Source: an optimization exercise on an open RTL-to-GDS flow (aim: small area). Production flows keep margins and buffers that such runs may drop. Function not checked in this run: the RTL went through the layout flow alone. Power and IR drop assume default switching activity.

==> flow/design.v <==
module RegFile #( parameter
                    width = 32, count = 32
                  ) (
                    read_enable,write_enable, read_addr1, read_addr2, read_data1, read_data2 ,write_data, clk, rst
                    ,write_addr
                  );
  input read_enable, write_enable, clk, rst;
  input [width - 1 : 0] write_data;
  input [4 : 0] read_addr1, read_addr2, write_addr;
  output reg [width - 1 : 0] read_data1, read_data2;
  integer i;
  reg [width - 1 : 0] regFile [0 : count - 1];
  always @(posedge clk, posedge rst)
  begin
    if (rst == 1'b1)
    begin
      for (i = 0; i < count; i = i + 1)
      begin
        regFile[i] <= 'b0;
      end
    end
    else if (write_enable == 1'b1)
    begin
      regFile[write_addr]
             <= write_data;
    end
  end
  always @(negedge clk)
  begin
    if (read_enable == 1'b1)
    begin
      read_data1 <= regFile[read_addr1]
                 ;
      read_data2 <= regFile[read_addr2]
                 ;
    end
  end
endmodule
==> flow/run.sh <==
#!/bin/bash
# synth_recipe.tcl (not shown) runs the flow's synth.tcl, then flattens the netlist and writes it again
# the make line also repeats each setting of config.mk as NAME=value (left out here)
make -C /OpenROAD-flow-scripts/flow DESIGN_CONFIG=/design/flow/config.mk WORK_HOME=/design/flow/orfs CLKGATE_MAP_FILE= SYNTH_SCRIPT=/design/flow/synth_recipe.tcl finish
==> flow/config.mk <==
export PLATFORM = sky130hd
export DESIGN_NAME = RegFile
export DESIGN_NICKNAME = RegFile
export VERILOG_FILES = /design/flow/design.v
export SDC_FILE = /design/flow/constraint.sdc
export NUM_CORES = 4
export LEC_CHECK = 0
export CAP_MARGIN = 20
export CORE_MARGIN = 2
export CORE_UTILIZATION = 40
export SLEW_MARGIN = 20
==> flow/constraint.sdc <==
create_clock -name core_clock -period 10.0 [get_ports {clk}]
set_input_delay 2.0000 -clock core_clock [delete_from_list [all_inputs] [get_ports {clk}]]
set_output_delay 2.0000 -clock core_clock [all_outputs]
set_load 0.01 [all_outputs]
==> impl_metrics.ini <==
[detailed_routing]
drt_wl_total_um = 285600
ant_nets = 0
drt_iter0_markers = 8943
dr.pass1.iters = 10
drc = 0
routed_via_density = 7.272
wire_per_inst_um = 43.56
vias = 47680

[sta]
setup_violations = 0
relSlewSlack_pct = 16.63
slew_viol_final = 0
rsz0062_at_grt = false
hold_viol_final = 0
fin_worst_skew_ns = 0.05735
worstMarginPinSlew_ns = 1.246
fin_setup_tns_ns = 0

[logic_synthesis]
synthArstFlopShare_pct = 94.12
synth-xor-area-share_pct = 0
synthMuxAreaShare_pct = 22.61
yosys.area_share.adder_pct = 0
synth-compound-area-share_pct = 14.95
synth_cell_types = 72
synthSimpleGateAreaFrac_pct = 7.371
synth.top_cell.area_share_pct = 48.02
yosysWarnings = 2
avgSynthCellArea_um2 = 11.99
synth-edff-count = 64
synth.top_cells.by_count = mux2_2, dfrtp_1, a22oi_1, nand2_1, clkbuf_1
yosysTopAreaCell = dfrtp_1
ys_seq_area_share_pct = 51.62
synthCells = 4452
synth_area_leaders = dfrtp_1, mux2_2, a22oi_1
synth_top_family_by_area = multiplexers
ys.flop_type = dfrtp_1
syn_area_mm2 = 0.05337
synth_nets = 4503
synth_most_common_cell = mux2_2
ys_ff_latch = 1088

[power]
power_density_mw_per_mm2 = 203.1
power.leakage_nw = 27.47
vdd_drop_max_mv = 0.1534

[critical_path]
critPathCaptureType = register
worst_ep_required_time_ns = 5.61
worstPathCellList = clkdlybuf4s50_1 > buf_12 > nand2b_1 > buf_4 > nor2_4 > buf_4 > a22oi_1 > nand4_1 > nor4_1 > nor2_1
crit_type = in2reg
arrival_ns = 4.90
worst_path_largest_cell_delay_ns = 0.87
critPathSlowestCell = nor2_4
path_delay_family = simple AND/OR/NAND/NOR gates
start_kind = input port
crit_buf_inv = 4
crit_top_cell = buf_4
crit_fanout = 18

[cells_and_area]
nets = 4723
area_delta_synth_final_pct = 18.35
drive_gt1_share_pct = 35.66
final_core_util_pct = 47.50

[die]
fp-row-count = 134
coreArea_mm2 = 0.1330
die_y_um = 369.3
io_pins = 115
start_util_pct = 40.14
dieArea_mm2 = 0.1364
die_w_um = 369.3

[placed_design]
dp_hpwl_um = 174500
gp_congestion = 1.009
portBuffers = 114

[global_routing]
grt_pass1_vias = 44900
grt_use_total_pct = 40.87
grt_pass1_wl_um = 382800
antenna_found_initial = 16
grt.overflow.total = 0
grt_max_degree = 165

[clock_tree]
cts_buffers = 118
cts_setup_buffers = 0
clkLatencyLatePin_ns = 0.79
clock_path_buffers = 3
cts-hold-fix-buffers = 0
clock-root-buffer = clkbuf_16
cts_tree = done
cts_sinks = 1088
cts_resized = 0
htree_num_levels = 3
path_clk_slew_ns = 0.06

[status]
outcome = timing/DRC/antenna clean

[run]
drv_cap = 0

[min_path]
worstHoldPathType = reg2reg
[stage by stage]
stage | total power (W) | cell area, um2 | hold slack (ns) | worst slack (ns) | std cells
3_3_place_gp | 0.007925 | 58750 | 0.5012 | 0.1640 | 6257
3_5_place_dp | 0.007977 | 58750 | 0.5106 | 0.1535 | 6257
5_1_grt | 0.01317 | 63130 | 0.5358 | 0.7178 | 6545
2_1_floorplan | 0.007057 | 53370 | 0.4870 | -6.114 | 4452
4_1_cts | 0.01274 | 63190 | 0.5247 | 0.9287 | 6544
6_report | 0.01283 | 63160 | 0.5238 | 0.7125 | 6556
[cell type report]
type	count	area [um2]
inverter	9	37.54
tap	1768	2212
antenna	12	30.03
timing repair buffer	452	4399
fill	12120	69800
clock inverter	140	987.2
multi-input combinational	2939	24480
clock buffer	148	3462
sequential	1088	27550
[state kept, by name, indices dropped and copies added (netlist names)]
| name | flops |
|---|---|
| read_data2 | 32 |
| regFile | 1024 |
| read_data1 | 32 |
[cells in the final DEF (no fill, tap or decap), drive strengths merged, types with 64 or more instances in the layout]
master and count:
dfrtp 1024, a22oi 756, buf 362, mux2 1034
a21oi 82, inv 84, nor2 203, clkdlybuf4s50 90
edfxtp 64, nand2 224, nand3 70, clkbuf 148
nand4 100, nor3 64
[report_power, final]
| group | switching, W | internal, W |
|---|---|---|
| Combinational | 0.000842 | 0.000899 |
| Clock | 0.00207 | 0.00278 |
| Sequential | 0.000926 | 0.00531 |
| Total | 0.00384 | 0.00900 |
[layer usage]
| layer | share of wire [%] | GRT usage [%] | wire length [um] |
|---|---|---|---|
| met5 | 0.055 | 0.7123 | 158 |
| met4 | 8.0 | 26.96 | 22980 |
| met3 | 14 | 15.04 | 41100 |
| met2 | 40 | 56.68 | 115500 |
| met1 | 37 | 53.09 | 105900 |
[worst paths after layout]
kind,startpoint,to,slack [ns],depth (start not counted)
max in group asynchronous,rst,regFile[26][29]$_DFFE_PP0P_,6.49,4
max reg2reg,regFile[19][15]$_DFFE_PP0P_,read_data2[15]$_DFFE_NP_,2.77,6
min reg2reg,regFile[4][25]$_DFFE_PP0P_,regFile[4][25]$_DFFE_PP0P_,0.52,1
min,regFile[4][25]$_DFFE_PP0P_,regFile[4][25]$_DFFE_PP0P_,0.52,1
max,read_addr2[3],read_data2[11]$_DFFE_NP_,0.71,10
min in group asynchronous,rst,regFile[6][10]$_DFFE_PP0P_,1.79,3
[cell families after synthesis]
kind of cell | Yosys count
compound gates | 1073
buf+inv | 425
flops | 1088
mux | 1075
simple gates | 791
